Source: an optimization exercise on an open RTL-to-GDS flow (aim: small area). Production flows keep margins and buffers that such runs may drop.
The RTL was checked by simulation tests, not by an equivalence proof against the original design.
No activity file was given, so power comes from the tool's default toggle rates. The flow treats the clock pin as an ideal source, which a real chip does not have.

$ cat flow/config.mk
export PLATFORM = sky130hd
export DESIGN_NAME = cic_filter
export DESIGN_NICKNAME = cic_filter
export VERILOG_FILES = /design/flow/design.v
export SDC_FILE = /design/flow/constraint.sdc
export NUM_CORES = 4
export LEC_CHECK = 0
export CAP_MARGIN = 0
export CORE_MARGIN = 2
export CORE_UTILIZATION = 40
export SLEW_MARGIN = 0
$ cat flow/constraint.sdc
create_clock -name core_clock -period 6.0 [get_ports {i_clk}]
set_input_delay 1.2000 -clock core_clock [delete_from_list [all_inputs] [get_ports {i_clk}]]
set_output_delay 1.2000 -clock core_clock [all_outputs]
set_load 0.01 [all_outputs]
$ cat flow/design.v
`timescale 1ns / 1ps
`default_nettype none
module cic_filter# (
parameter INPUT_DATA_WIDTH = 16,
parameter DECIMATION_RATIO_R = 2048,
parameter NUMBER_OF_STAGES_N = 5,
parameter OUTPUT_DATA_WIDTH = 32
)(
    input wire i_clk,
    input wire i_resetn,
    input wire signed [INPUT_DATA_WIDTH - 1 : 0] i_data,
    output wire o_clk,
    output reg signed [OUTPUT_DATA_WIDTH - 1 : 0] o_data
);
localparam W  = 71;      
localparam S0 = 11;      
localparam SW = 12;
localparam NS = 6;       
localparam QL = 260;     
localparam [W-1:0] K_B5 = 71'h0459c315ab030000;
localparam [W-1:0] P_S1 = 71'h040f37671356000000;
localparam [W-1:0] P_S2 = 71'h53d949b42000000000;
localparam [W-1:0] P_S3 = 71'h084007c00000000000;
localparam [W-1:0] P_S4 = 71'h5fe000000000000000;
localparam [4*W-1:0] P_S = {P_S4, P_S3, P_S2, P_S1};
function integer slc;
    input integer b;
    slc = (b < S0) ? 0 : 1 + (b - S0) / SW;
endfunction
function integer slo;
    input integer s;
    slo = (s == 0) ? 0 : S0 + (s - 1) * SW;
endfunction
reg [10:0] r_cnt;
always @(posedge i_clk or negedge i_resetn) begin
    if (~i_resetn) r_cnt <= 11'd0;
    else           r_cnt <= r_cnt + 11'd1;
end
assign o_clk = r_cnt[10];
reg r_ready, r_run;
always @(posedge i_clk or negedge i_resetn) begin
    if (~i_resetn) begin
        r_ready <= 1'b0;
        r_run   <= 1'b0;
    end else begin
        r_ready <= r_ready | r_cnt[9];
        r_run   <= 1'b1;
    end
end
reg [NS-1:0] r_dump;
always @(posedge i_clk)
    r_dump <= {r_dump[NS-2:0], r_cnt == 11'd1021};
localparam XH = 16 - S0;      
wire [15:0]  w_xu = {~i_data[15], i_data[14:0]};
reg [XH-1:0] r_xd1;           
always @(posedge i_clk or negedge i_resetn) begin
    if (~i_resetn) r_xd1 <= 0;
    else           r_xd1 <= w_xu[15:S0];
end
reg  [4*W-1:0] r_int;
reg  [W-1:0]   r_b5;
reg  [5*NS-1:0] r_cy;        
wire [5*W-1:0] w_acc = {r_b5, r_int};
wire [5*W-1:0] w_sum;
wire [5*W-1:0] w_co;
wire [NS-1:0]  w_keep = ~r_dump;
genvar gi, gb;
generate
    for (gi = 0; gi < 5; gi = gi + 1) begin : INT
        for (gb = 0; gb < W; gb = gb + 1) begin : BIT
            wire a, b, ci;
            if (gi == 4)
                assign a = r_run ? (w_acc[W*gi + gb] & w_keep[slc(gb)]) : K_B5[gb];
            else
                assign a = w_acc[W*gi + gb];
            if (gi == 0) begin
                if (gb < S0)        assign b = w_xu[gb];
                else if (gb < 16)   assign b = r_xd1[gb - S0];
                else                assign b = 1'b0;
            end else begin
                assign b = w_acc[W*(gi-1) + gb];
            end
            if (gb == 0)
                assign ci = 1'b0;
            else if (gb == slo(slc(gb)))
                assign ci = r_cy[NS*gi + slc(gb)];
            else
                assign ci = w_co[W*gi + gb - 1];
            assign w_sum[W*gi + gb] = a ^ b ^ ci;
            assign w_co[W*gi + gb]  = (a & b) | (a & ci) | (b & ci);
        end
    end
endgenerate
integer ii, ss;
always @(posedge i_clk or negedge i_resetn) begin
    if (~i_resetn) begin
        r_int <= 0;
        r_cy <= 0;
    end else begin
        r_int <= w_sum[4*W-1:0];
        for (ii = 0; ii < 5; ii = ii + 1)
            for (ss = 1; ss < NS; ss = ss + 1)
                r_cy[NS*ii + ss] <= w_co[W*ii + slo(ss) - 1];
    end
end
always @(posedge i_clk)
    r_b5 <= w_sum[5*W-1:4*W];
localparam CL = W - NS + 1;   
reg  [QL-1:0] r_q;
reg  [CL-1:0] w_cap_nxt;
wire w_qin;
integer pp, s2;
always @* begin
    for (pp = 0; pp < CL; pp = pp + 1) begin
        w_cap_nxt[pp] = r_q[pp+1];
        for (s2 = 0; s2 < NS; s2 = s2 + 1)
            if ((slc(pp + s2) == s2) && (pp + s2 < W))
                w_cap_nxt[pp] = w_cap_nxt[pp] | (r_dump[s2] & r_b5[pp + s2]);
    end
end
always @(posedge i_clk)
    r_q <= {w_qin, r_q[QL-1:CL+1], w_cap_nxt};
wire w_first = (r_cnt == 11'd1023);
wire w_lo    = (r_cnt >= 11'd1023) && (r_cnt <= 11'd1086);
wire w_hi    = (r_cnt >= 11'd1087) && (r_cnt <= 11'd1093);
wire w_qwr   = (r_cnt >= 11'd1062) && (r_cnt <= 11'd1093);
reg [63:0] r_la [0:3];
reg [7:0]  r_lb [0:3];
reg [3:0]  r_br;              
wire [5:0] w_ix  = r_cnt[5:0] + 6'd1;
wire [2:0] w_ixb = r_cnt[2:0] + 3'd1;
wire [4:0] w_n;               
wire [3:0] w_s;
wire [3:0] w_bo;
assign w_n[0] = r_q[0];
genvar gj;
generate
    for (gj = 0; gj < 4; gj = gj + 1) begin : COMB
        assign w_s[gj] = w_hi ? r_lb[gj][0] : r_la[gj][0];
        wire nb = ~w_s[gj];
        wire [7:0] w_pbw = {1'b0, P_S[W*gj + 64 +: 7]};
        wire w_pb = w_pbw[w_ixb];
        wire ci = w_first | r_br[gj];
        assign w_n[gj+1] = w_n[gj] ^ nb ^ ci;
        assign w_bo[gj]  = (w_n[gj] & nb) | (w_n[gj] & ci) | (nb & ci);
        always @(posedge i_clk) begin
            r_br[gj]  <= w_bo[gj];
            r_la[gj]  <= {w_lo ? w_n[gj] : (r_ready ? r_la[gj][0] : P_S[W*gj + w_ix]), r_la[gj][63:1]};
            r_lb[gj]  <= {w_hi ? w_n[gj] : (r_ready ? r_lb[gj][0] : w_pb), r_lb[gj][7:1]};
        end
    end
endgenerate
wire w_qclr = ~r_ready
            | ((r_cnt >= 11'd1023) && (r_cnt <= 11'd1061))    
            | ((r_cnt >= 11'd215)  && (r_cnt <= 11'd246));    
assign w_qin = w_qwr ? (w_n[4] ^ (r_cnt == 11'd1093)) : (~w_qclr & r_q[0]);
always @(posedge i_clk or negedge i_resetn) begin
    if (~i_resetn)
        o_data <= 0;
    else if (r_cnt == 11'd2047)
        o_data <= r_q[246:215];
end
endmodule
$ cat flow/flow/run.sh
#!/bin/bash
# Own layout flow: the standard ORFS flow, with
#  - the standard synthesis unchanged (bash standard.sh synth), followed by
#    fa_polarity.py, which only moves inverters around full-adder cells
#    (flip-flops untouched), and the netlist is read into the flow again;
#  - a clock tree of clkbuf_16 sink buffers on larger clusters, no dummy loads;
#  - the port buffers made with buf_1.
# Each tool's output goes to a log file in this folder.
set -euo pipefail
cd "$(dirname "$0")/.."
R="$PWD/orfs/results/$FLOW_PLATFORM/cic_filter/base"
CTS="-sink_clustering_enable -repair_clock_nets -buf_list sky130_fd_sc_hd__clkbuf_16"
CTS="$CTS -sink_clustering_size 28 -sink_clustering_max_diameter 120 -dont_use_dummy_load"
ARGS=("CTS_ARGS=$CTS" "BUFFER_PORTS_ARGS=-buffer_cell sky130_fd_sc_hd__buf_1")

bash standard.sh "${ARGS[@]}" synth > flow_synth.log 2>&1
cp "$R/1_2_yosys.v" "$R/1_2_yosys_standard.v"
python3 flow/fa_polarity.py "$R/1_2_yosys_standard.v" "$R/1_2_yosys.v" > flow_fa_polarity.log 2>&1
touch "$R/1_2_yosys.v"
bash standard.sh "${ARGS[@]}" finish > flow_layout.log 2>&1
test -f out/final.def
$ cat flow/flow/fa_polarity.py
#!/usr/bin/env python3
"""Remove inverters around full adders in a flat Yosys netlist.

A full adder is self-dual: FA(~a, ~b, ~c) = (~cout, ~sum). Yosys's adder
extraction often leaves a full adder with inverters on its inputs or outputs.
This script chooses, for every sky130 fa cell, whether to implement it on the
complemented signals, so that as few inverters as possible are needed, and
rewrites the netlist. Only combinational cells change: every flip-flop keeps
its name, type and connections (its D pin still sees the same logic value).

usage: fa_polarity.py IN.v OUT.v
"""
import re
import sys
from collections import defaultdict

INV = {"sky130_fd_sc_hd__inv_1", "sky130_fd_sc_hd__inv_2", "sky130_fd_sc_hd__clkinv_1"}
FA = re.compile(r"sky130_fd_sc_hd__fa_\d+$")
OUT_PINS = {"X", "Y", "Q", "Q_N", "COUT", "SUM", "HI", "LO"}
CONST = {"1'h0": "1'h1", "1'h1": "1'h0", "1'b0": "1'b1", "1'b1": "1'b0"}

src = open(sys.argv[1]).read()
m_body = re.search(r"(module\s+\w+\s*\(.*?\);)(.*)(endmodule)", src, re.S)
head, body = m_body.group(1), m_body.group(2)

decl_lines = []
cells = []  # [type, name, [(pin, net)]]
for stmt in re.split(r";\s*\n", body):
    s = stmt.strip()
    if not s:
        continue
    m = re.match(r"(\S+)\s+(\\\S+\s|\S+)\s*\((.*)\)\s*$", s, re.S)
    if m and m.group(1).startswith("sky130_"):
        pins = re.findall(r"\.(\w+)\(([^()]*)\)", m.group(3))
        cells.append([m.group(1), m.group(2).strip(), [(p, n.strip()) for p, n in pins]])
    else:
        assert s.split()[0] in ("wire", "input", "output", "reg"), s[:80]
        decl_lines.append(s)

ports = set()
for d in decl_lines:
    if d.startswith(("input", "output")):
        for nm in re.findall(r"(\\\S+|\w+)\s*$", d):
            ports.add(nm)

allnets = set()
for t, n, pins in cells:
    for p, net in pins:
        allnets.add(net)
ports = {net for net in allnets if re.sub(r"\[\d+\]$", "", net) in ports}

# drivers and loads
drv = {}
loads = defaultdict(list)
for ci, (t, n, pins) in enumerate(cells):
    for k, (p, net) in enumerate(pins):
        if p in OUT_PINS:
            drv[net] = (ci, k)
        else:
            loads[net].append((ci, k))

# base signal of each net: (root net, inverted?) following inverter chains
def base(net):
    inv = False
    while net in drv and cells[drv[net][0]][0] in INV:
        ci = drv[net][0]
        net = dict(cells[ci][2])["A"]
        inv = not inv
    return net, inv

fas = [ci for ci, c in enumerate(cells) if FA.match(c[0])]
flip = {ci: False for ci in fas}

# every non-inverter load pin: which base signal and polarity it wants
# want[root] = list of (ci, k, pol) where pol = pin wants ~root (in logic terms)
want = defaultdict(list)
for ci, (t, n, pins) in enumerate(cells):
    if t in INV:
        continue
    for k, (p, net) in enumerate(pins):
        if p in OUT_PINS or net in CONST or net == "":
            continue
        r, pol = base(net)
        want[r].append((ci, k, pol))
# ports that are outputs want true polarity of their net
port_roots = defaultdict(int)
for net in ports:
    if net in drv:
        r, pol = base(net)
        port_roots[r] += 1

def root_cost(r):
    """inverters needed for root signal r under the current flips"""
    phys = False  # polarity carried by the root net itself (relative to its logic value)
    if r in drv and drv[r][0] in flip and flip[drv[r][0]]:
        phys = True
    need = set()
    for ci, k, pol in want[r]:
        p = pol ^ (flip.get(ci, False))
        need.add(p != phys)
    if r in port_roots:
        need.add(phys)  # port wants the logic value (False); it gets phys
    return 1 if True in need else 0

def fa_roots(ci):
    rs = set()
    for p, net in cells[ci][2]:
        if net in CONST or net == "":
            continue
        rs.add(base(net)[0])
    return rs

def fixed_root(r):
    # a port output root or a root whose loads include non-movable polarity is still fine;
    # roots that are themselves ports (inputs) are fine too.
    return False

total = sum(root_cost(r) for r in set(want) | set(port_roots))
before_inv = sum(1 for c in cells if c[0] in INV)
improved = True
while improved:
    improved = False
    for ci in fas:
        rs = fa_roots(ci)
        old = sum(root_cost(r) for r in rs)
        flip[ci] = not flip[ci]
        new = sum(root_cost(r) for r in rs)
        if new < old:
            total += new - old
            improved = True
        else:
            flip[ci] = not flip[ci]

# rebuild: for each root, the physical net carries root ^ phys; make one inverted net if needed
inv_net = {}
new_cells = []
new_wires = []
counter = [0]

def inverted(r, phys_is_inverted):
    """net carrying ~logic(r) given r physically carries logic ^ phys"""
    if not phys_is_inverted:
        if r not in inv_net:
            counter[0] += 1
            nn = "_fapol_%d_" % counter[0]
            inv_net[r] = nn
            new_wires.append(nn)
            new_cells.append(["sky130_fd_sc_hd__inv_1", "_fapol_inv_%d_" % counter[0], [("A", r), ("Y", nn)]])
        return inv_net[r]
    return r

def logic_net(r, want_inverted):
    """net carrying logic(r) ^ want_inverted"""
    if r in CONST:
        return CONST[r] if want_inverted else r
    phys = bool(r in drv and drv[r][0] in flip and flip[drv[r][0]])
    if want_inverted == phys:
        return r
    # need the other polarity
    if r not in inv_net:
        counter[0] += 1
        nn = "_fapol_%d_" % counter[0]
        inv_net[r] = nn
        new_wires.append(nn)
        new_cells.append(["sky130_fd_sc_hd__inv_1", "_fapol_inv_%d_" % counter[0], [("A", r), ("Y", nn)]])
    return inv_net[r]

out_cells = []
for ci, (t, n, pins) in enumerate(cells):
    if t in INV:
        continue
    npins = []
    for k, (p, net) in enumerate(pins):
        if p in OUT_PINS or net == "":
            npins.append((p, net))
            continue
        f = flip.get(ci, False)
        if net in CONST:
            npins.append((p, CONST[net] if f else net))
            continue
        r, pol = base(net)
        npins.append((p, logic_net(r, pol ^ f)))
    out_cells.append([t, n, npins])

# port nets: must carry their logic value. If a port net is now inverted
# physically (driven by a flipped FA) or was driven through an inverter, fix it.
extra_assign = []
for net in ports:
    if net not in drv:
        continue
    r, pol = base(net)
    if r == net and not (r in drv and drv[r][0] in flip and flip[drv[r][0]]):
        continue
    raise SystemExit("port %s is driven through an inverter or a flipped adder; not handled" % net)

out_cells += new_cells
after_inv = sum(1 for c in out_cells if c[0] in INV)

lines = [head]
for d in decl_lines:
    lines.append("  " + d + " ;")
for w in new_wires:
    lines.append("  wire %s;" % w)
for t, n, pins in out_cells:
    lines.append("  %s %s (" % (t, n if not n.startswith("\\") else n + " "))
    lines.append(",\n".join("    .%s(%s)" % (p, net if not net.startswith("\\") else net + " ") for p, net in pins))
    lines.append("  );")
lines.append("endmodule")
open(sys.argv[2], "w").write("\n".join(lines) + "\n")
print("fa_polarity: %d full adders, %d flipped; inverters %d -> %d"
      % (len(fas), sum(flip.values()), before_inv, after_inv))
$ cat flow/standard.sh
#!/bin/bash
# synth_recipe.tcl (not shown) runs the flow's synth.tcl, then flattens the netlist and writes it again
# the make line also repeats each setting of config.mk as NAME=value (left out here)
make -C /OpenROAD-flow-scripts/flow DESIGN_CONFIG=/design/flow/config.mk WORK_HOME=/design/flow/orfs CLKGATE_MAP_FILE= SYNTH_SCRIPT=/design/flow/synth_recipe.tcl "${@:-finish}"
==> results.json, run 1 <==
{
  "status": "timing/DRC/antenna clean",
  "fin_nets": 2185,
  "slew_headroom": 0.342,
  "tns_ns": 0,
  "via_per_inst": 4.23,
  "place_congestion": 0.732,
  "io_pins": 51,
  "synth_area_mm2": 0.0309,
  "post-route-util": 0.438,
  "diodes": 0,
  "regToRegStartpoint": "r_run",
  "wire_per_inst_um": 13.2,
  "path_depth": 14,
  "final_cells": 2834,
  "hold_buffers": 0,
  "required_ns": 6.44,
  "final_common_cell": "dfxtp_1",
  "min_delay_path_depth": 0,
  "slew_violations": 0,
  "power_density_mw_per_mm2": 376,
  "hold_violations": 0,
  "first_iter_violations": 480,
  "grt_first_pass_wirelength_um": 67000,
  "power_mw": 12.5,
  "dr.pass1.iters": 4,
  "hold_class": "reg -> reg",
  "cp_max_fo": 8,
  "worst_hold_path.endpoint": "r_la[1][28]",
  "yosysWarnings": 3,
  "crit_buf_inv": 0,
  "cts_tree": "built",
  "worst_r2r_path_depth": 14,
  "worstPathCellList": "nor2b_1 -> and2_1 -> fa_1 -> fa_1 -> fa_1 -> fa_1 -> fa_1 -> fa_1 -> fa_1 -> fa_1 -> fa_1 -> fa_1 -> fa_1 -> fa_1",
  "hpwlAfterDp_um": 25400,
  "htreeDepth": 2,
  "grt.overflow.total": 0,
  "crit_top_cell": "fa_1",
  "startpoint_type": "register",
  "drive_gt1_frac": 0.0582,
  "ir_drop_v": 0.000208,
  "grt_max_degree": 120,
  "avgSynthCellArea_um2": 17.9,
  "leakage_nw": 15.7,
  "slowest_delay_ns": 0.49,
  "die_width_um": 282,
  "area_growth_pct": 8.18,
  "synthesis.nets": 2099,
  "grt_pass1_vias": 13200,
  "setup_viol": 0,
  "core_area_mm2": 0.0762,
  "ff2ff_setup_slack_ns": 0.23,
  "endpoint_kind": "register",
  "path_clk_slew_ns": 0.10,
  "max_cap_violations": 0,
  "via_count": 12000,
  "track_usage": 0.103,
  "hold_start": "r_la[1][29]",
  "dieHeight_um": 282,
  "placed_cells": 2793,
  "drt_wl_total_um": 37300,
  "root_buffer": "clkbuf_16",
  "timing.rr.end": "r_b5[46]",
  "antenna_found_initial": 0,
  "critPathKind": "reg -> reg",
  "cp_top_family": "adder cells",
  "synthesis.instances": 1720,
  "fp-row-count": 101,
  "final_cell_mix": "629 x dfxtp_1, 358 x dfrtp_1, 295 x fa_1",
  "rsz0062_at_grt": "no",
  "skew_ns": 0.0792,
  "clock_latency_ns": 0.61,
  "cts_buffers": 41,
  "min_period_ns": 5.77,
  "fillers": 6569,
  "fin_crit_sh": 0.961,
  "cpMaxStageDelayCell": "dfrtp_2",
  "cts_max_path_buffers": 3,
  "tightest_slew_ns": 0.984,
  "start_util": 0.405,
  "cts_sinks": 988,
  "io_buffers": 50,
  "worstPathArrival_ns": 6.21,
  "fmax_mhz": 173,
  "antenna_left": 0,
  "drc_errors": 0,
  "dieArea_mm2": 0.0794
}
[repair_timing]
item,CTS,global route
buffers inserted,0,0
hold endpoints to repair,0,0
gates resized for setup,0,1
endpoints found under the setup margin,0,1
[metrics by stage]
step                hold slack, ns  worst slack, ns  instance area (µm²)
detailed placement           0.312            0.223                32400
global route                 0.329           0.0522                33400
finish                       0.324            0.233                33400
CTS                          0.317            0.173                33400
global placement             0.310            0.261                32400
floorplan                    0.310            0.413                30900
[worst max path at each step]
stage,startpoint,end
floorplan,r_run,r_b5[34]
global placement,r_run,r_b5[70]
detailed placement,r_run,r_b5[46]
CTS,r_run,r_b5[46]
global route,r_run,r_b5[46]
finish,r_run,r_b5[46]
[registers in the layout, summed over array words and instances, names as in the netlist]
name / flops
r_dump: 6
r_cnt: 11
r_la: 256
r_run: 1
r_cy: 25
o_data: 32
r_lb: 32
r_xd1: 5
r_int: 284
r_q: 260
r_br: 4
r_b5: 71
r_ready: 1
[area by class of cell]
class / count / area, µm² / area share
clock buffers: 41 / 1030 / 0.0307
inverters: 43 / 161 / 0.00483
multi-input cells: 666 / 9000 / 0.270
flip-flops and latches: 988 / 21600 / 0.646
well taps: 1030 / 1290 / 0.0386
repair buffers: 66 / 337 / 0.0101
[worst register-to-register path, delay by kind of cell, from the launching register on]
kind | cells | cell delay (ns)
DFF | 1 | 0.49
adders and majority gates | 12 | 4.74
and+or+nand+nor | 2 | 0.41
[where the power goes]
group	switching, mW	internal [mW]	total, mW
sequential	0.553	7.27	7.82
clock	1.82	1.23	3.06
combinational	0.815	0.852	1.67
total	3.19	9.35	12.5
[metal layers]
metal  vias to the layer above  track usage  part of all wire
met4                         0       0.0301             0.024
met5                         -            0                 0
met1                      6196        0.155              0.51
met3                        53       0.0188             0.033
met2                        86        0.151              0.43
li1                       5647            -                 -
==> run 2, diff against run 1 <==
--- a/flow/config.mk
+++ b/flow/config.mk
@@ -5,7 +5,7 @@
 export SDC_FILE = /design/flow/constraint.sdc
 export NUM_CORES = 4
 export LEC_CHECK = 0
-export CAP_MARGIN = 0
+export CAP_MARGIN = 20
 export CORE_MARGIN = 2
 export CORE_UTILIZATION = 40
-export SLEW_MARGIN = 0
+export SLEW_MARGIN = 20
==> results.json, run 2 <==
{
  "ff2ff_setup_slack_ns": 0.23,
  "grt_first_pass_wirelength_um": 67000,
  "cts_sinks": 988,
  "drt_wl_total_um": 37300,
  "grt.overflow.total": 0,
  "worstPathArrival_ns": 6.21,
  "worst_r2r_path_depth": 14,
  "endpoint": "r_b5[46]",
  "cp_top_family": "adder cells",
  "regArea_mm2": 0.0216,
  "dr.pass1.iters": 4,
  "max_cap_violations": 0,
  "largest_register_ffs": 284,
  "yosysWarnings": 3,
  "root_buffer": "clkbuf_16",
  "tightest_slew_ns": 0.984,
  "final_common_cell": "dfxtp_1",
  "wire_per_inst_um": 13.2,
  "cts_tree": "built",
  "track_usage": 0.103,
  "grt_pass1_vias": 13200,
  "fmax_mhz": 173,
  "synthesis.nets": 2099,
  "fin_crit_sh": 0.961,
  "via_count": 12000,
  "hpwlAfterDp_um": 25400,
  "setup_viol": 0,
  "cts_max_path_buffers": 3,
  "crit_top_cell": "fa_1",
  "path_depth": 14,
  "io_pins": 51,
  "hold_violations": 0,
  "dieArea_mm2": 0.0794,
  "via_per_inst": 4.23,
  "die_width_um": 282,
  "startpoint_type": "register",
  "tns_ns": 0,
  "avgSynthCellArea_um2": 17.9,
  "hold-worst-slack_ns": 0.324,
  "dieHeight_um": 282,
  "start_util": 0.405,
  "grt_max_degree": 120,
  "cts_resized": 0,
  "antenna_found_initial": 0,
  "first_iter_violations": 480,
  "fp-row-count": 101,
  "ir_drop_v": 0.000208,
  "fillers": 6569,
  "required_ns": 6.44,
  "worstPathCellList": "nor2b_1 -> and2_1 -> fa_1 -> fa_1 -> fa_1 -> fa_1 -> fa_1 -> fa_1 -> fa_1 -> fa_1 -> fa_1 -> fa_1 -> fa_1 -> fa_1",
  "power_density_mw_per_mm2": 376,
  "io_buffers": 50,
  "core_area_mm2": 0.0762,
  "htreeDepth": 2,
  "min_period_ns": 5.77,
  "antenna_left": 0,
  "drive_gt1_frac": 0.0582,
  "synth_area_mm2": 0.0309,
  "area_growth_pct": 8.18,
  "final_cell_mix": "629 x dfxtp_1, 358 x dfrtp_1, 295 x fa_1",
  "leakage_nw": 15.7,
  "clock_latency_ns": 0.61,
  "drc_errors": 0,
  "regToRegStartpoint": "r_run",
  "cpMaxStageDelayCell": "dfrtp_2",
  "crit_buf_inv": 0,
  "slew_headroom": 0.342,
  "post_cts.repair.setup_buffers": 0,
  "cp_max_fo": 8,
  "status": "timing/DRC/antenna clean",
  "skew_ns": 0.0792,
  "place_congestion": 0.732,
  "largest_register": "r_int",
  "slew_violations": 0,
  "fin_nets": 2185,
  "reg_top3": "r_int (284), r_q (260), r_la (256)",
  "critPathKind": "reg -> reg",
  "endpoint_kind": "register",
  "cts_buffers": 41,
  "hold_class": "reg -> reg",
  "slowest_delay_ns": 0.49,
  "multi_input_comb_area_mm2": 0.00900,
  "timing.rr.end": "r_b5[46]",
  "synthesis.instances": 1720,
  "rsz0062_at_grt": "no",
  "path_clk_slew_ns": 0.10,
  "crit_path_start": "r_run",
  "hold_buffers": 0,
  "diodes": 0
}
run 2: how the worst min path moves through the flow:
| stage | startpoint | cells past startpoint | end | slack [ns] |
|---|---|---|---|---|
| global placement | r_la[3][10] | 0 | r_la[3][9] | 0.31 |
| floorplan | r_la[0][1] | 0 | r_la[0][0] | 0.31 |
| detailed placement | r_lb[1][1] | 0 | r_lb[1][0] | 0.31 |
| finish | r_la[1][29] | 0 | r_la[1][28] | 0.32 |
| global route | r_la[3][17] | 0 | r_la[3][16] | 0.33 |
| CTS | r_q[258] | 0 | r_q[257] | 0.32 |
run 2: layout make-up:
class | count | area share
Clock buffer | 41 | 0.0307
Sequential cell | 988 | 0.646
Multi-Input combinational cell | 666 | 0.270
Tap cell | 1030 | 0.0386
Inverter | 43 | 0.00483
Timing Repair Buffer | 66 | 0.0101
run 2: report_power, final:
part           total [mW]  internal (mW)  leakage (nW)  switching [mW]
clock network        3.06           1.23         0.505            1.82
registers            7.82           7.27          9.83           0.553
logic                1.67          0.852          5.33           0.815
run 2: metal layers:
| metal | vias up | part of all wire | global-route usage |
|---|---|---|---|
| li1 | 5647 | - | - |
| met1 | 6196 | 0.51 | 0.155 |
| met2 | 86 | 0.43 | 0.151 |
| met3 | 53 | 0.033 | 0.0188 |
| met4 | 0 | 0.024 | 0.0301 |
| met5 | - | 0 | 0 |
run 2: through the flow:
| stage | total power, mW | utilization | cell area, µm² | setup WS [ns] | instances |
|---|---|---|---|---|---|
| final | 12.5 | 0.438 | 33400 | 0.233 | 2834 |
| after global routing | 13.5 | 0.438 | 33400 | 0.0522 | 2834 |
| after CTS | 12.9 | 0.438 | 33400 | 0.173 | 2834 |
| after detailed placement | 9.70 | 0.425 | 32400 | 0.223 | 2793 |
| after global placement | 9.57 | 0.425 | 32400 | 0.261 | 2793 |
| after floorplan | 9.04 | - | 30900 | 0.413 | 1720 |
run 2: worst reg2reg max path: cells and delay by family, from the launching register on:
kind | cells | cell delay (ns)
fa+ha+maj | 12 | 4.74
flops | 1 | 0.49
simple gates | 2 | 0.41
==> run 3, diff against run 2 <==
--- a/flow/design.v
+++ b/flow/design.v
@@ -16,7 +16,8 @@
 localparam S0 = 11;      
 localparam SW = 12;
 localparam NS = 6;       
-localparam QL = 260;     
+localparam QL = 252;     
+localparam QW = QL - 40;  
 localparam [W-1:0] K_B5 = 71'h0459c315ab030000;
 localparam [W-1:0] P_S1 = 71'h040f37671356000000;
 localparam [W-1:0] P_S2 = 71'h53d949b42000000000;
@@ -48,8 +49,10 @@
     end
 end
 reg [NS-1:0] r_dump;
-always @(posedge i_clk)
-    r_dump <= {r_dump[NS-2:0], r_cnt == 11'd1021};
+always @(posedge i_clk or negedge i_resetn) begin
+    if (~i_resetn) r_dump <= 0;
+    else           r_dump <= {r_dump[NS-2:0], r_cnt == 11'd1021};
+end
 localparam XH = 16 - S0;      
 wire [15:0]  w_xu = {~i_data[15], i_data[14:0]};
 reg [XH-1:0] r_xd1;           
@@ -108,7 +111,7 @@
 localparam CL = W - NS + 1;   
 reg  [QL-1:0] r_q;
 reg  [CL-1:0] w_cap_nxt;
-wire w_qin;
+wire w_qin, w_res;
 integer pp, s2;
 always @* begin
     for (pp = 0; pp < CL; pp = pp + 1) begin
@@ -119,7 +122,7 @@
     end
 end
 always @(posedge i_clk)
-    r_q <= {w_qin, r_q[QL-1:CL+1], w_cap_nxt};
+    r_q <= {w_qin, r_q[QL-1:QW+2], w_qwr ? w_res : r_q[QW+1], r_q[QW:CL+1], w_cap_nxt};
 wire w_first = (r_cnt == 11'd1023);
 wire w_lo    = (r_cnt >= 11'd1023) && (r_cnt <= 11'd1086);
 wire w_hi    = (r_cnt >= 11'd1087) && (r_cnt <= 11'd1093);
@@ -127,8 +130,6 @@
 reg [63:0] r_la [0:3];
 reg [7:0]  r_lb [0:3];
 reg [3:0]  r_br;              
-wire [5:0] w_ix  = r_cnt[5:0] + 6'd1;
-wire [2:0] w_ixb = r_cnt[2:0] + 3'd1;
 wire [4:0] w_n;               
 wire [3:0] w_s;
 wire [3:0] w_bo;
@@ -138,26 +139,29 @@
     for (gj = 0; gj < 4; gj = gj + 1) begin : COMB
         assign w_s[gj] = w_hi ? r_lb[gj][0] : r_la[gj][0];
         wire nb = ~w_s[gj];
-        wire [7:0] w_pbw = {1'b0, P_S[W*gj + 64 +: 7]};
-        wire w_pb = w_pbw[w_ixb];
+        wire [63:0] w_paw = {P_S[W*gj], P_S[W*gj + 1 +: 63]};
+        wire [7:0]  w_pbw = {P_S[W*gj + 64], 1'b0, P_S[W*gj + 65 +: 6]};
+        wire w_pa = w_paw[r_cnt[5:0]];
+        wire w_pb = w_pbw[r_cnt[2:0]];
         wire ci = w_first | r_br[gj];
         assign w_n[gj+1] = w_n[gj] ^ nb ^ ci;
         assign w_bo[gj]  = (w_n[gj] & nb) | (w_n[gj] & ci) | (nb & ci);
         always @(posedge i_clk) begin
             r_br[gj]  <= w_bo[gj];
-            r_la[gj]  <= {w_lo ? w_n[gj] : (r_ready ? r_la[gj][0] : P_S[W*gj + w_ix]), r_la[gj][63:1]};
+            r_la[gj]  <= {w_lo ? w_n[gj] : (r_ready ? r_la[gj][0] : w_pa), r_la[gj][63:1]};
             r_lb[gj]  <= {w_hi ? w_n[gj] : (r_ready ? r_lb[gj][0] : w_pb), r_lb[gj][7:1]};
         end
     end
 endgenerate
 wire w_qclr = ~r_ready
-            | ((r_cnt >= 11'd1023) && (r_cnt <= 11'd1061))    
-            | ((r_cnt >= 11'd215)  && (r_cnt <= 11'd246));    
-assign w_qin = w_qwr ? (w_n[4] ^ (r_cnt == 11'd1093)) : (~w_qclr & r_q[0]);
+            | ((r_cnt >= 11'd1023) && (r_cnt <= 11'd1093))    
+            | ((r_cnt >= 11'd75)   && (r_cnt <= 11'd106));    
+assign w_qin = ~w_qclr & r_q[0];
+assign w_res = w_n[4] ^ (r_cnt == 11'd1093);
 always @(posedge i_clk or negedge i_resetn) begin
     if (~i_resetn)
         o_data <= 0;
     else if (r_cnt == 11'd2047)
-        o_data <= r_q[246:215];
+        o_data <= r_q[107:76];
 end
 endmodule
==> flow/flow/run.sh (replaced) <==
#!/bin/bash
# Own layout flow: the standard ORFS flow, with
#  - the standard synthesis unchanged (bash standard.sh synth), followed by
#    fa_polarity.py, which only moves inverters around full-adder cells
#    (flip-flops untouched), and the netlist is read into the flow again;
#  - a clock tree of clkbuf_16 sink buffers on larger clusters (clkbuf_8 above
#    them), no dummy loads;
#  - the port buffers made with buf_1.
# Each tool's output goes to a log file in this folder.
set -euo pipefail
cd "$(dirname "$0")/.."
R="$PWD/orfs/results/$FLOW_PLATFORM/cic_filter/base"
CTS="-sink_clustering_enable -repair_clock_nets -buf_list sky130_fd_sc_hd__clkbuf_8 -root_buf sky130_fd_sc_hd__clkbuf_8 -sink_clustering_buffer sky130_fd_sc_hd__clkbuf_16"
CTS="$CTS -sink_clustering_size 30 -sink_clustering_max_diameter 150 -dont_use_dummy_load"
ARGS=("CTS_ARGS=$CTS" "BUFFER_PORTS_ARGS=-buffer_cell sky130_fd_sc_hd__buf_1")

bash standard.sh "${ARGS[@]}" synth > flow_synth.log 2>&1
cp "$R/1_2_yosys.v" "$R/1_2_yosys_standard.v"
python3 flow/fa_polarity.py "$R/1_2_yosys_standard.v" "$R/1_2_yosys.v" > flow_fa_polarity.log 2>&1
touch "$R/1_2_yosys.v"
bash standard.sh "${ARGS[@]}" finish > flow_layout.log 2>&1
test -f out/final.def
--- a/flow/config.mk
+++ b/flow/config.mk
@@ -5,6 +5,7 @@
 export SDC_FILE = /design/flow/constraint.sdc
 export NUM_CORES = 4
 export LEC_CHECK = 0
+export ABC_AREA = 1
 export CAP_MARGIN = 20
 export CORE_MARGIN = 2
 export CORE_UTILIZATION = 40
==> results.json, run 3 <==
{
  "regToRegStartpoint": "r_run",
  "final_common_cell": "dfxtp_1",
  "post_cts.repair.setup_buffers": 0,
  "hold_buffers": 0,
  "placed_area_mm2": 0.0324,
  "cp_max_fo": 8,
  "grt.overflow.total": 0,
  "io_pins": 51,
  "grt_pass1_vias": 13700,
  "antenna_left": 0,
  "fin_crit_sh": 0.939,
  "power_density_mw_per_mm2": 367,
  "first_iter_violations": 500,
  "via_count": 12500,
  "slew_headroom": 0.453,
  "startpoint_type": "register",
  "p_sw_mw": 3.12,
  "place_congestion": 0.742,
  "max_cap_violations": 0,
  "synthesis.instances": 1904,
  "pwr-share-clk": 0.234,
  "cts_max_path_buffers": 3,
  "tns_ns": 0,
  "placed_cells": 2971,
  "htreeDepth": 2,
  "worstPathCellList": "nand2_1 -> nor2_1 -> fa_1 -> fa_1 -> fa_1 -> fa_1 -> fa_1 -> fa_1 -> fa_1 -> fa_1 -> fa_1 -> fa_1 -> fa_1 -> fa_1",
  "min_period_ns": 5.63,
  "pwr-share-comb": 0.133,
  "power_switching_share": 0.256,
  "core_area_mm2": 0.0762,
  "dieHeight_um": 282,
  "dr.pass1.iters": 4,
  "fmax_mhz": 178,
  "drive_gt1_frac": 0.0333,
  "hold_start": "r_lb[0][1]",
  "synthesis.nets": 2285,
  "power_mw": 12.2,
  "cts_tree": "built",
  "dp_slack_ns": 0.407,
  "crit_top_cell": "fa_1",
  "final_cell_mix": "615 x dfxtp_1, 365 x dfrtp_1, 295 x fa_1",
  "worst_hold_path.endpoint": "r_lb[0][0]",
  "start_util": 0.406,
  "post-route-util": 0.437,
  "critPathKind": "reg -> reg",
  "postLayoutSetupSlackWorst_ns": 0.369,
  "grt_first_pass_wirelength_um": 67900,
  "track_usage": 0.103,
  "slowest_delay_ns": 0.44,
  "multi_input_comb_area_mm2": 0.00893,
  "largest_register": "r_int",
  "tightest_slew_ns": 0.821,
  "synth_area_mm2": 0.0309,
  "skew_ns": 0.0376,
  "power.internal_mw": 9.09,
  "slew_violations": 0,
  "timing.rr.end": "r_b5[46]",
  "setup_viol": 0,
  "regArea_mm2": 0.0214,
  "hold_class": "reg -> reg",
  "largest_register_ffs": 284,
  "status": "timing/DRC/antenna clean",
  "cts_resized": 0,
  "antenna_found_initial": 1,
  "hpwlAfterDp_um": 25300,
  "yosysWarnings": 3,
  "worstPathArrival_ns": 6.18,
  "clock_latency_ns": 0.68,
  "grt_max_degree": 181,
  "wire_per_inst_um": 12.4,
  "hold-worst-slack_ns": 0.313,
  "final_cells": 3011,
  "drt_wl_total_um": 37200,
  "required_ns": 6.55,
  "root_buffer": "clkbuf_8",
  "rsz0062_at_grt": "no",
  "leakage_nw": 15.5,
  "postLayoutCellArea_mm2": 0.0333,
  "path_clk_slew_ns": 0.11,
  "fillers": 6745,
  "endpoint_kind": "register",
  "cts_sinks": 980,
  "die_width_um": 282,
  "cpMaxStageDelayCell": "dfrtp_1",
  "dieArea_mm2": 0.0796,
  "worst_r2r_path_depth": 14,
  "fp-row-count": 101,
  "via_per_inst": 4.15,
  "area_growth_pct": 7.65,
  "pwr-share-seq": 0.633,
  "ff2ff_setup_slack_ns": 0.37,
  "avgSynthCellArea_um2": 16.3,
  "io_buffers": 50,
  "min_delay_path_depth": 0,
  "hold_violations": 0,
  "ir_drop_v": 0.000219,
  "drc_errors": 0,
  "cts_buffers": 38,
  "reg_top3": "r_int (284), r_la (256), r_q (252)",
  "fin_nets": 2363
}
run 3: per-layer routing:
layer,global-route usage,vias to the layer above,share of wire
met5,0,-,0
met4,0.0297,0,0.022
met3,0.0168,46,0.030
met2,0.152,94,0.42
met1,0.158,6285,0.52
li1,-,6079,-
run 3: worst max-delay path: cells and delay by family, from the launching register on:
kind	cells	cell delay, ns
flops	1	0.44
fa+ha+maj	12	4.73
simple gates	2	0.33
run 3: worst max-delay path by stage:
| stage | start | endpoint |
|---|---|---|
| final | r_run | r_b5[46] |
| after global routing | r_run | r_b5[46] |
| after CTS | r_run | r_b5[46] |
| after detailed placement | r_run | r_b5[46] |
| after global placement | r_run | r_b5[46] |
| after floorplan | r_run | r_b5[22] |
run 3: final cells by class:
cell class | count | area share
tap | 1030 | 0.0387
antenna | 1 | 0.0000751
inverter | 111 | 0.0125
sequential | 980 | 0.644
timing repair buffer | 63 | 0.0100
multi-input combinational | 788 | 0.268
clock buffer | 38 | 0.0269
run 3: power by group through the flow:
stage	Clock [mW]	Combinational, mW	Sequential (mW)
global route	3.24	2.08	7.86
finish	2.86	1.62	7.73
CTS	3.01	1.72	7.77
floorplan	0	1.22	7.79
detailed placement	0	1.69	7.91
global placement	0	1.55	7.91
==> run 4, diff against run 3 <==
--- a/flow/config.mk
+++ b/flow/config.mk
@@ -5,7 +5,6 @@
 export SDC_FILE = /design/flow/constraint.sdc
 export NUM_CORES = 4
 export LEC_CHECK = 0
-export ABC_AREA = 1
 export CAP_MARGIN = 20
 export CORE_MARGIN = 2
 export CORE_UTILIZATION = 40
==> results.json, run 4 <==
{
  "status": "timing/DRC/antenna clean",
  "synthesis.nets": 2090,
  "hold_violations": 0,
  "antenna_left": 0,
  "fmax_mhz": 172,
  "pwr-share-comb": 0.129,
  "first_iter_violations": 489,
  "final_cell_mix": "615 x dfxtp_1, 364 x dfrtp_1, 295 x fa_1",
  "p_sw_mw": 3.12,
  "grt_use_met2": 0.156,
  "regArea_mm2": 0.0214,
  "final_common_cell": "dfxtp_1",
  "crit_top_cell": "fa_1",
  "postLayoutCellArea_mm2": 0.0332,
  "setup_viol": 0,
  "power.internal_mw": 9.09,
  "critPathKind": "reg -> reg",
  "slew_violations": 0,
  "startpoint_type": "register",
  "grt_max_degree": 156,
  "tightest_slew_ns": 1.06,
  "clock_latency_ns": 0.71,
  "place_congestion": 0.754,
  "skew_ns": 0.0710,
  "io_pins": 51,
  "leakage_nw": 15.6,
  "via_per_inst": 4.22,
  "io_buffers": 50,
  "min_period_ns": 5.80,
  "largest_register": "r_int",
  "worst_hold_path.endpoint": "r_q[237]",
  "tns_ns": 0,
  "dieHeight_um": 282,
  "crit_buf_inv": 0,
  "regToRegStartpoint": "r_run",
  "htreeDepth": 2,
  "hold_start": "r_q[238]",
  "cts_max_path_buffers": 3,
  "ff2ff_setup_slack_ns": 0.20,
  "reg_top3": "r_int (284), r_la (256), r_q (252)",
  "post-route-util": 0.436,
  "start_util": 0.405,
  "die_width_um": 282,
  "cts_tree": "built",
  "fin_crit_sh": 0.967,
  "min_delay_path_depth": 0,
  "path_clk_slew_ns": 0.11,
  "hold_class": "reg -> reg",
  "hpwlAfterDp_um": 25400,
  "cpMaxStageDelayCell": "dfrtp_2",
  "synthesis.instances": 1709,
  "ir_drop_v": 0.000180,
  "hold-worst-slack_ns": 0.266,
  "grt_first_pass_wirelength_um": 67600,
  "largest_register_ffs": 284,
  "hold_buffers": 0,
  "slowest_delay_ns": 0.52,
  "avgSynthCellArea_um2": 18.1,
  "drive_gt1_frac": 0.0555,
  "fp-row-count": 101,
  "drt_wl_total_um": 37000,
  "required_ns": 6.55,
  "antenna_found_initial": 1,
  "core_area_mm2": 0.0762,
  "power_density_mw_per_mm2": 368,
  "dieArea_mm2": 0.0794,
  "root_buffer": "clkbuf_8",
  "synth_area_mm2": 0.0308,
  "track_usage": 0.104,
  "timing.rr.end": "r_b5[46]",
  "pwr-share-clk": 0.234,
  "dp_slack_ns": 0.121,
  "multi_input_comb_area_mm2": 0.00912,
  "power_switching_share": 0.255,
  "use_met3": 0.0190,
  "top_usage_layer": "met2",
  "met1_usage": 0.154,
  "wire_per_inst_um": 13.1,
  "cp_top_family": "adder cells",
  "worst_r2r_path_depth": 14,
  "drc_errors": 0,
  "cts_buffers": 38,
  "endpoint_kind": "register",
  "grt.overflow.total": 0,
  "slew_headroom": 0.291,
  "grt_pass1_vias": 13200,
  "dr.pass1.iters": 4,
  "placed_area_mm2": 0.0323,
  "max_cap_violations": 0,
  "rsz0062_at_grt": "no",
  "postLayoutSetupSlackWorst_ns": 0.197,
  "fin_nets": 2168,
  "via_count": 11900,
  "fillers": 6656,
  "pwr-share-seq": 0.637,
  "worstPathCellList": "nor2b_1 -> and2_1 -> fa_1 -> fa_1 -> fa_1 -> fa_1 -> fa_1 -> fa_1 -> fa_1 -> fa_1 -> fa_1 -> fa_1 -> fa_1 -> fa_1",
  "yosysWarnings": 3,
  "area_growth_pct": 7.64,
  "cp_max_fo": 13,
  "cts_sinks": 980,
  "worstPathArrival_ns": 6.36
}
==> run 4: cell count changes in the layout (fill, tap and decap cells not counted), sizes merged, moves of 10 or more <==
cell | before | now
mux2 | 0 | 38
and2 | 0 | 51
a21oi | 22 | 9
nor2b | 0 | 10
a21boi | 0 | 18
inv | 111 | 39
a21o | 15 | 61
nand3 | 56 | 5
o21ai | 24 | 8
o21bai | 46 | 0
nor2 | 68 | 9
nand2 | 160 | 13
==> run 4: final cells by class <==
type | instances | area share
flip-flops and latches | 980 | 0.646
multi-input cells | 664 | 0.275
well taps | 1030 | 0.0388
clock buffers | 38 | 0.0269
repair buffers | 64 | 0.00931
inverters | 39 | 0.00441
diodes | 1 | 0.0000754
==> run 4: worst max path at each step <==
| stage | start | to | slack (ns) | cells after the start |
|---|---|---|---|---|
| 3_5_place_dp | r_run | r_b5[46] | 0.12 | 14 |
| 5_1_grt | r_run | r_b5[70] | 0.005 | 16 |
| 3_3_place_gp | r_run | r_b5[70] | 0.19 | 16 |
| 4_1_cts | r_run | r_b5[46] | 0.11 | 14 |
| 2_1_floorplan | r_run | r_b5[34] | 0.42 | 15 |
| 6_report | r_run | r_b5[46] | 0.20 | 14 |
==> run 4: power groups by stage <==
stage | clock network, mW | registers, mW | logic [mW]
final | 2.85 | 7.78 | 1.58
after global routing | 3.24 | 7.92 | 2.03
after CTS | 3.01 | 7.82 | 1.69
after detailed placement | 0 | 7.96 | 1.69
after floorplan | 0 | 7.80 | 1.18
after global placement | 0 | 7.95 | 1.50
==> run 4: what timing repair did <==
item | in CTS | in global routing
setup buffers | 0 | 0
resized for setup | 0 | 1
hold endpoints to repair | 0 | 0
setup endpoints to repair | 0 | 4
==> run 4: worst reg2reg max path, stage by stage, from the launching register on <==
cell	delay, ns
dfrtp_2	0.52
nor2b_1	0.23
and2_1	0.19
fa_1	0.39
fa_1	0.39
fa_1	0.39
fa_1	0.39
fa_1	0.40
fa_1	0.40
fa_1	0.39
fa_1	0.39
fa_1	0.40
fa_1	0.39
fa_1	0.40
fa_1	0.43
==> run 4: layer usage <==
| layer | up-vias | routed length, µm |
|---|---|---|
| met2 | 119 | 16300 |
| met1 | 6111 | 18600 |
| li1 | 5606 | - |
| met5 | - | 0 |
| met4 | 0 | 817 |
| met3 | 47 | 1260 |
==> run 4: stage by stage <==
stage	instances	power, mW
floorplan	1709	8.98
global placement	2777	9.45
detailed placement	2777	9.65
CTS	2815	12.5
global route	2816	13.2
finish	2816	12.2
==> run 5, diff against run 4 <==
--- a/flow/design.v
+++ b/flow/design.v
@@ -158,10 +158,15 @@
             | ((r_cnt >= 11'd75)   && (r_cnt <= 11'd106));    
 assign w_qin = ~w_qclr & r_q[0];
 assign w_res = w_n[4] ^ (r_cnt == 11'd1093);
+reg r_ld;
 always @(posedge i_clk or negedge i_resetn) begin
-    if (~i_resetn)
+    if (~i_resetn) begin
+        r_ld   <= 1'b0;
         o_data <= 0;
-    else if (r_cnt == 11'd2047)
-        o_data <= r_q[107:76];
+    end else begin
+        r_ld   <= (r_cnt == 11'd2046);
+        if (r_ld)
+            o_data <= r_q[107:76];
+    end
 end
 endmodule
--- a/flow/config.mk
+++ b/flow/config.mk
@@ -5,6 +5,7 @@
 export SDC_FILE = /design/flow/constraint.sdc
 export NUM_CORES = 4
 export LEC_CHECK = 0
+export ABC_CLOCK_PERIOD_IN_PS = 6000
 export CAP_MARGIN = 20
 export CORE_MARGIN = 2
 export CORE_UTILIZATION = 40
==> results.json, run 5 <==
{
  "final_cells": 2810,
  "fillers": 6598,
  "grt.overflow.total": 0,
  "min_delay_path_depth": 0,
  "use_met3": 0.0183,
  "met1_usage": 0.155,
  "place_congestion": 0.732,
  "root_buffer": "clkbuf_8",
  "avgSynthCellArea_um2": 18.0,
  "post_cts.repair.setup_buffers": 0,
  "dp_slack_ns": 0.236,
  "placed_cells": 2771,
  "clock_latency_ns": 0.72,
  "reg_top3": "r_int (284), r_la (256), r_q (252)",
  "cts_max_path_buffers": 3,
  "area_growth_pct": 7.77,
  "hpwlAfterDp_um": 24500,
  "synth_area_mm2": 0.0307,
  "htreeDepth": 2,
  "core_area_mm2": 0.0759,
  "power_density_mw_per_mm2": 368,
  "slew_headroom": 0.416,
  "dieArea_mm2": 0.0789,
  "synthesis.nets": 2085,
  "placed_area_mm2": 0.0322,
  "drc_errors": 0,
  "tightest_slew_ns": 0.876,
  "cp_max_fo": 12,
  "tns_ns": 0,
  "slew_violations": 0,
  "dieHeight_um": 281,
  "hold_class": "reg -> reg",
  "final_common_cell": "dfxtp_1",
  "start_util": 0.404,
  "cts_sinks": 981,
  "rsz0062_at_grt": "no",
  "via_per_inst": 4.16,
  "synthesis.instances": 1704,
  "antenna_found_initial": 1,
  "via_count": 11700,
  "fmax_mhz": 173,
  "fp-row-count": 101,
  "final_cell_mix": "615 x dfxtp_1, 364 x dfrtp_1, 295 x fa_1",
  "largest_register": "r_int",
  "status": "timing/DRC/antenna clean",
  "wire_per_inst_um": 12.9,
  "min_period_ns": 5.78,
  "drt_wl_total_um": 36200,
  "worst_r2r_path_depth": 16,
  "fin_crit_sh": 0.963,
  "antenna_left": 0,
  "required_ns": 6.55,
  "path_clk_slew_ns": 0.11,
  "hold_violations": 0,
  "grt_first_pass_wirelength_um": 65500,
  "cts_buffers": 38,
  "endpoint_kind": "register",
  "critPathKind": "reg -> reg",
  "grt_use_met2": 0.145,
  "grt_max_degree": 152,
  "yosysWarnings": 3,
  "postLayoutCellArea_mm2": 0.0331,
  "top_usage_layer": "met1",
  "track_usage": 0.101,
  "post-route-util": 0.435,
  "postLayoutSetupSlackWorst_ns": 0.220,
  "dr.pass1.iters": 4,
  "ir_drop_v": 0.000169,
  "fin_nets": 2162,
  "skew_ns": 0.0878,
  "die_width_um": 281,
  "leakage_nw": 15.5,
  "drive_gt1_frac": 0.0551,
  "max_cap_violations": 0,
  "worstPathArrival_ns": 6.33,
  "startpoint_type": "register",
  "io_pins": 51,
  "first_iter_violations": 565,
  "grt_pass1_vias": 12900,
  "largest_register_ffs": 284,
  "io_buffers": 50,
  "cts_tree": "built",
  "setup_viol": 0
}
run 5: final timing paths:
path	startpoint	to	slack, ns
max	r_run	r_b5[70]	0.22
min reg2reg	r_la[3][55]	r_la[3][54]	0.25
max in group asynchronous	i_resetn	r_int[153]	3.95
max reg2reg	r_run	r_b5[70]	0.22
min in group asynchronous	i_resetn	r_int[25]	0.68
min	r_la[3][55]	r_la[3][54]	0.25
run 5: power by group:
part,internal (mW),switching (mW),total [mW]
Sequential,7.22,0.543,7.77
Clock,1.06,1.78,2.85
Combinational,0.804,0.763,1.57
run 5: repair_timing:
action	in CTS	in global routing
hold buffers	0	0
resized for setup	0	1
setup endpoints to repair	0	1
run 5: metrics by stage:
step	power (mW)	hold WS (ns)
floorplan	8.99	0.310
global placement	9.40	0.311
detailed placement	9.60	0.312
CTS	12.5	0.239
global route	13.1	0.255
finish	12.2	0.250
run 5: cell type report:
| type | count | area, µm² | area share |
|---|---|---|---|
| sequential | 981 | 21500 | 0.650 |
| antenna | 1 | 2.50 | 0.0000757 |
| multi-input combinational | 663 | 8960 | 0.271 |
| clock buffer | 38 | 895 | 0.0271 |
| timing repair buffer | 62 | 307 | 0.00927 |
| tap | 1030 | 1290 | 0.0390 |
| inverter | 35 | 131 | 0.00397 |
run 5: critical path: stages (launching register included):
cell     delay, ns
dfrtp_2       0.47
buf_4         0.19
nor2b_1       0.14
and2_1        0.18
fa_1          0.39
fa_1          0.39
fa_1          0.39
fa_1          0.41
fa_1          0.40
fa_1          0.41
fa_1          0.41
fa_1          0.39
fa_1          0.41
fa_1          0.39
fa_1          0.39
xor2_1        0.18
xnor2_1       0.13
run 5: routing by layer:
layer  up-vias  wire (µm)
li1       5583          -
met1      5927      18600
met2       119      15500
met3        49       1330
met4         0        770
met5         -          0
==> run 6, diff against run 5 <==
--- a/flow/config.mk
+++ b/flow/config.mk
@@ -5,7 +5,6 @@
 export SDC_FILE = /design/flow/constraint.sdc
 export NUM_CORES = 4
 export LEC_CHECK = 0
-export ABC_CLOCK_PERIOD_IN_PS = 6000
 export CAP_MARGIN = 20
 export CORE_MARGIN = 2
 export CORE_UTILIZATION = 40
==> results.json, run 6 <==
{
  "hold_start": "r_la[3][55]",
  "drt_wl_total_um": 36200,
  "cts_buffers": 38,
  "hpwlAfterDp_um": 24500,
  "ir_drop_v": 0.000169,
  "clock_latency_ns": 0.72,
  "endpoint_kind": "register",
  "root_buffer": "clkbuf_8",
  "yosysWarnings": 3,
  "power_density_mw_per_mm2": 368,
  "critPathKind": "reg -> reg",
  "synthesis.nets": 2085,
  "area_growth_pct": 7.77,
  "dieArea_mm2": 0.0789,
  "min_delay_path_depth": 0,
  "max_cap_violations": 0,
  "antenna_left": 0,
  "slowest_delay_ns": 0.47,
  "path_clk_slew_ns": 0.11,
  "regToRegStartpoint": "r_run",
  "slew_headroom": 0.416,
  "hold_class": "reg -> reg",
  "post-route-util": 0.435,
  "startpoint_type": "register",
  "dr.pass1.iters": 4,
  "grt_pass1_vias": 12900,
  "synthesis.instances": 1704,
  "postLayoutSetupSlackWorst_ns": 0.220,
  "via_per_inst": 4.16,
  "ff2ff_setup_slack_ns": 0.22,
  "crit_top_cell": "fa_1",
  "final_cell_mix": "615 x dfxtp_1, 364 x dfrtp_1, 295 x fa_1",
  "cpMaxStageDelayCell": "dfrtp_2",
  "post_cts.repair.setup_buffers": 0,
  "cts_sinks": 981,
  "grt.overflow.total": 0,
  "fin_nets": 2162,
  "worstPathCellList": "buf_4 -> nor2b_1 -> and2_1 -> fa_1 -> fa_1 -> fa_1 -> fa_1 -> fa_1 -> fa_1 -> fa_1 -> fa_1 -> fa_1 -> fa_1 -> fa_1 -> xor2_1 -> xnor2_1",
  "grt_max_degree": 152,
  "largest_register_ffs": 284,
  "grt_first_pass_wirelength_um": 65500,
  "avgSynthCellArea_um2": 18.0,
  "reg_top3": "r_int (284), r_la (256), r_q (252)",
  "io_pins": 51,
  "dieHeight_um": 281,
  "core_area_mm2": 0.0759,
  "place_congestion": 0.732,
  "status": "timing/DRC/antenna clean",
  "track_usage": 0.101,
  "timing.rr.end": "r_b5[70]",
  "wire_per_inst_um": 12.9,
  "fp-row-count": 101,
  "worstPathArrival_ns": 6.33,
  "required_ns": 6.55,
  "cts_tree": "built",
  "drc_errors": 0,
  "io_buffers": 50,
  "start_util": 0.404,
  "leakage_nw": 15.5,
  "path_depth": 16,
  "largest_register": "r_int",
  "crit_buf_inv": 1,
  "fmax_mhz": 173,
  "via_count": 11700,
  "htreeDepth": 2,
  "worst_r2r_path_depth": 16,
  "hold_buffers": 0,
  "tns_ns": 0,
  "slew_violations": 0,
  "setup_viol": 0,
  "cp_max_fo": 12,
  "min_period_ns": 5.78,
  "cts_max_path_buffers": 3,
  "dp_slack_ns": 0.236,
  "antenna_found_initial": 1,
  "skew_ns": 0.0878,
  "fin_crit_sh": 0.963,
  "hold-worst-slack_ns": 0.250,
  "cp_top_family": "adder cells",
  "final_common_cell": "dfxtp_1",
  "drive_gt1_frac": 0.0551,
  "tightest_slew_ns": 0.876,
  "die_width_um": 281,
  "synth_area_mm2": 0.0307,
  "first_iter_violations": 565,
  "worst_hold_path.endpoint": "r_la[3][54]",
  "rsz0062_at_grt": "no",
  "hold_violations": 0
}
-- run 6: cell counts in the layout (fill, tap and decap cells not counted) --
No cell type changed its count.
-- run 6: metal layers --
layer / GRT usage / part of all wire
met1: 0.155 / 0.51
met4: 0.0302 / 0.021
met2: 0.145 / 0.43
met3: 0.0183 / 0.037
met5: 0 / 0
-- run 6: cell type report --
| cell class | instances | area (µm²) |
|---|---|---|
| antenna | 1 | 2.50 |
| clock buffer | 38 | 895 |
| fill | 6598 | 42900 |
| inverter | 35 | 131 |
| multi-input combinational | 663 | 8960 |
| sequential | 981 | 21500 |
| tap | 1030 | 1290 |
| timing repair buffer | 62 | 307 |
-- run 6: worst max path at each step --
stage / from / to / slack, ns
after floorplan: r_run / r_b5[34] / 0.42
after global placement: r_run / r_b5[70] / 0.23
after detailed placement: r_run / r_b5[46] / 0.24
after CTS: r_run / r_b5[70] / 0.17
after global routing: r_run / r_b5[70] / 0.005
final: r_run / r_b5[70] / 0.22
-- run 6: timing repair --
item / in CTS / in global routing
gates resized for setup: 0 / 1
hold endpoints to repair: 0 / 0
endpoints found under the setup margin: 0 / 1
-- run 6: stage by stage --
step,cells,instance area (µm²),power [mW]
finish,2810,33100,12.2
global route,2810,33100,13.1
detailed placement,2771,32200,9.60
floorplan,1704,30700,8.99
CTS,2809,33100,12.5
global placement,2771,32200,9.40
-- run 6: power by group --
part	switching, mW	leakage (nW)	internal (mW)
Combinational	0.763	5.29	0.804
Clock	1.78	0.443	1.06
Sequential	0.543	9.81	7.22
==> run 7, diff against run 6 <==
--- a/flow/flow/fa_polarity.py
+++ b/flow/flow/fa_polarity.py
@@ -194,6 +194,62 @@
     raise SystemExit("port %s is driven through an inverter or a flipped adder; not handled" % net)
 
 out_cells += new_cells
+
+# Peephole: an inverting gate whose output only feeds one inverter becomes the
+# non-inverting gate of the same function (a21boi + inv becomes a21o with the
+# B1_N input inverted, sharing that inverter).
+TWIN = {"nand2": "and2", "nor2": "or2", "a21oi": "a21o", "o21ai": "o21a",
+        "nand3": "and3", "nor3": "or3", "a22oi": "a22o", "o22ai": "o22a",
+        "xnor2": "xor2", "xor2": "xnor2", "mux2i": "mux2"}
+def kind(t):
+    m = re.match(r"sky130_fd_sc_hd__(\w+?)_\d+$", t)
+    return m.group(1) if m else None
+def outpin(pins):
+    return next((k, net) for k, (p, net) in enumerate(pins) if p in OUT_PINS)
+ld = defaultdict(list)
+dr = {}
+for ci, (t, n, pins) in enumerate(out_cells):
+    for k, (p, net) in enumerate(pins):
+        if p in OUT_PINS:
+            dr[net] = ci
+        else:
+            ld[net].append(ci)
+inv_of = {}
+for ci, (t, n, pins) in enumerate(out_cells):
+    if t in INV:
+        inv_of.setdefault(dict(pins)["A"], dict(pins)["Y"])
+dead = set()
+extra = []
+peep = 0
+for ci, (t, n, pins) in enumerate(out_cells):
+    k = kind(t)
+    if k not in TWIN and k != "a21boi":
+        continue
+    ko, y = outpin(pins)
+    if y in ports or len(ld[y]) != 1:
+        continue
+    ii = ld[y][0]
+    if out_cells[ii][0] not in INV or ii in dead:
+        continue
+    z = dict(out_cells[ii][2])["Y"]
+    if k == "a21boi":
+        d = dict(pins)
+        b = d["B1_N"]
+        if b not in inv_of:
+            counter[0] += 1
+            nn = "_fapol_%d_" % counter[0]
+            new_wires.append(nn)
+            extra.append(["sky130_fd_sc_hd__inv_1", "_fapol_inv_%d_" % counter[0], [("A", b), ("Y", nn)]])
+            inv_of[b] = nn
+        out_cells[ci] = ["sky130_fd_sc_hd__a21o_1", n, [("A1", d["A1"]), ("A2", d["A2"]), ("B1", inv_of[b]), ("X", z)]]
+    else:
+        tw = TWIN[k]
+        op = "X" if tw not in ("xnor2",) else "Y"
+        out_cells[ci] = ["sky130_fd_sc_hd__%s_1" % tw, n,
+                         [(p, net) if p not in OUT_PINS else (op, z) for p, net in pins]]
+    dead.add(ii)
+    peep += 1
+out_cells = [c for i, c in enumerate(out_cells) if i not in dead] + extra
 after_inv = sum(1 for c in out_cells if c[0] in INV)
 
 lines = [head]
@@ -207,5 +263,5 @@
     lines.append("  );")
 lines.append("endmodule")
 open(sys.argv[2], "w").write("\n".join(lines) + "\n")
-print("fa_polarity: %d full adders, %d flipped; inverters %d -> %d"
-      % (len(fas), sum(flip.values()), before_inv, after_inv))
+print("fa_polarity: %d full adders, %d flipped; inverters %d -> %d; %d gates made non-inverting"
+      % (len(fas), sum(flip.values()), before_inv, after_inv, peep))
==> results.json, run 7 <==
{
  "status": "timing/DRC/antenna clean",
  "clock_latency_ns": 0.69,
  "setup_viol": 0,
  "slew_violations": 0,
  "hold_class": "reg -> reg",
  "post_cts.repair.setup_buffers": 0,
  "drive_gt1_frac": 0.0555,
  "post-route-util": 0.435,
  "cts_max_path_buffers": 3,
  "avgSynthCellArea_um2": 18.1,
  "via_per_inst": 4.32,
  "dieArea_mm2": 0.0788,
  "dieHeight_um": 281,
  "worstPathCellList": "buf_4 -> nor2b_1 -> and2_1 -> fa_1 -> fa_1 -> fa_1 -> fa_1 -> fa_1 -> fa_1 -> fa_1 -> fa_1 -> fa_1 -> fa_1 -> fa_1 -> fa_1",
  "htreeDepth": 2,
  "largest_register": "r_int",
  "hold-worst-slack_ns": 0.282,
  "grt.overflow.total": 0,
  "final_common_cell": "dfxtp_1",
  "use_met3": 0.0177,
  "hpwlAfterDp_um": 25200,
  "endpoint_kind": "register",
  "final_cell_mix": "615 x dfxtp_1, 366 x dfrtp_1, 295 x fa_1",
  "track_usage": 0.104,
  "cts_sinks": 981,
  "slowest_delay_ns": 0.43,
  "leakage_nw": 15.5,
  "cts_buffers": 38,
  "antenna_left": 0,
  "grt_max_degree": 142,
  "fp-row-count": 101,
  "rsz0062_at_grt": "no",
  "area_growth_pct": 7.62,
  "hold_buffers": 0,
  "cts_resized": 0,
  "hold_violations": 0,
  "drt_wl_total_um": 37200,
  "cp_max_fo": 8,
  "worstPathArrival_ns": 6.29,
  "crit_buf_inv": 1,
  "fin_nets": 2149,
  "synthesis.instances": 1689,
  "startpoint_type": "register",
  "synth_area_mm2": 0.0306,
  "largest_register_ffs": 284,
  "crit_top_cell": "fa_1",
  "skew_ns": 0.0578,
  "fin_crit_sh": 0.961,
  "tightest_slew_ns": 0.822,
  "path_clk_slew_ns": 0.11,
  "reg_top3": "r_int (284), r_la (256), r_q (252)",
  "synthesis.nets": 2070,
  "place_congestion": 0.763,
  "power_density_mw_per_mm2": 369,
  "start_util": 0.404,
  "power_mw": 12.2,
  "postLayoutSetupSlackWorst_ns": 0.234,
  "max_cap_violations": 0,
  "first_iter_violations": 482,
  "tns_ns": 0,
  "die_width_um": 281,
  "drc_errors": 0,
  "root_buffer": "clkbuf_8",
  "cpMaxStageDelayCell": "fa_1",
  "ir_drop_v": 0.000236,
  "dr.pass1.iters": 4,
  "cp_top_family": "adder cells",
  "wire_per_inst_um": 13.5,
  "via_count": 11900,
  "met1_usage": 0.158,
  "dp_slack_ns": 0.207,
  "min_period_ns": 5.77,
  "grt_pass1_vias": 13200,
  "critPathKind": "reg -> reg",
  "fmax_mhz": 173,
  "required_ns": 6.53,
  "cts_tree": "built",
  "core_area_mm2": 0.0758,
  "slew_headroom": 0.452,
  "yosysWarnings": 3,
  "io_buffers": 50,
  "antenna_found_initial": 1,
  "grt_first_pass_wirelength_um": 67400,
  "grt_use_met2": 0.152,
  "io_pins": 51,
  "top_usage_layer": "met1"
}
## run 7: changes by cell type in the layout (fill, tap and decap cells not counted)
cell | previous run | this run
a21boi_0 | 16 | 1
a21o_1 | 62 | 77
inv_1 | 35 | 20
and2_1 | 51 | 53
buf_4 | 10 | 12
dfrtp_1 | 364 | 366
dfrtp_2 | 2 | 0
nand2_1 | 15 | 13
diode_2 | 1 | 2
## run 7: worst reg2reg max path, stage by stage, from the launching register on
cell,delay [ns]
dfrtp_1,0.39
buf_4,0.15
nor2b_1,0.18
and2_1,0.18
fa_1,0.38
fa_1,0.39
fa_1,0.40
fa_1,0.40
fa_1,0.39
fa_1,0.39
fa_1,0.39
fa_1,0.39
fa_1,0.41
fa_1,0.39
fa_1,0.39
fa_1,0.43
## run 7: cell type report
class                      count  area, µm²
clock buffer                  38        895
inverter                      20       75.1
fill                        6624      42900
tap                          978       1220
multi-input combinational    663       8970
timing repair buffer          64        322
sequential                   981      21500
antenna                        2       5.00
## run 7: through the flow
| step | cell area [µm²] | cells |
|---|---|---|
| finish | 33000 | 2746 |
| global route | 33000 | 2746 |
| CTS | 33000 | 2744 |
| detailed placement | 32100 | 2706 |
| global placement | 32100 | 2706 |
| floorplan | 30600 | 1689 |
## run 7: path summary, 6_finish.rpt
| kind | slack (ns) | to | depth (start not counted) | from |
|---|---|---|---|---|
| max | 0.23 | r_b5[46] | 15 | r_run |
| min | 0.28 | r_la[3][33] | 0 | r_la[3][34] |
| max reg2reg | 0.23 | r_b5[46] | 15 | r_run |
| min reg2reg | 0.28 | r_la[3][33] | 0 | r_la[3][34] |
| max in group asynchronous | 4.11 | r_int[82] | 2 | i_resetn |
| min in group asynchronous | 0.61 | r_int[27] | 1 | i_resetn |
## run 7: power breakdown
group / total [mW] / switching (mW) / internal [mW]
sequential: 7.77 / 0.546 / 7.22
combinational: 1.54 / 0.744 / 0.796
clock: 2.86 / 1.80 / 1.06
## run 7: layer usage
metal,share of wire,vias to the layer above
met4,0.023,0
li1,-,5543
met2,0.44,115
met5,0,-
met3,0.031,59
met1,0.51,6155

what the ideal ports hide:
No port has a modelled driver above. Below, the same layouts with a new extraction and two added sets of constraints. Step 1 assumes that a clkbuf_16 drives the clock port and a buf_2 every other input. Step 2 also shifts input and output timing later by t, the mid clock arrival at the registers, as if the neighbouring blocks saw the same clock. a / b / c = no drivers / after step 1 / after step 2; a / b = the first two.
run	t (ns)	slack for setup (ns)	hold WS [ns]	slew at the worst register clock pin (ns)	worst slew at a driven data input, ns
run 1	0.630	0.233 / 0.233 / 0.233	0.324 / 0.324 / 0.324	0.11 / 0.11	0.08
run 2	0.630	0.233 / 0.233 / 0.233	0.324 / 0.324 / 0.324	0.11 / 0.11	0.08
run 3	0.718	0.369 / 0.369 / 0.369	0.313 / 0.313 / 0.313	0.12 / 0.12	0.03
run 4	0.725	0.197 / 0.197 / 0.197	0.266 / 0.266 / 0.266	0.11 / 0.11	0.05
run 5	0.734	0.220 / 0.220 / 0.220	0.250 / 0.250 / 0.250	0.12 / 0.12	0.07
run 6	0.734	0.220 / 0.220 / 0.220	0.250 / 0.250 / 0.250	0.12 / 0.12	0.07
run 7	0.715	0.234 / 0.234 / 0.234	0.282 / 0.282 / 0.282	0.11 / 0.11	0.07
After both steps setup and hold are still met in every run listed.
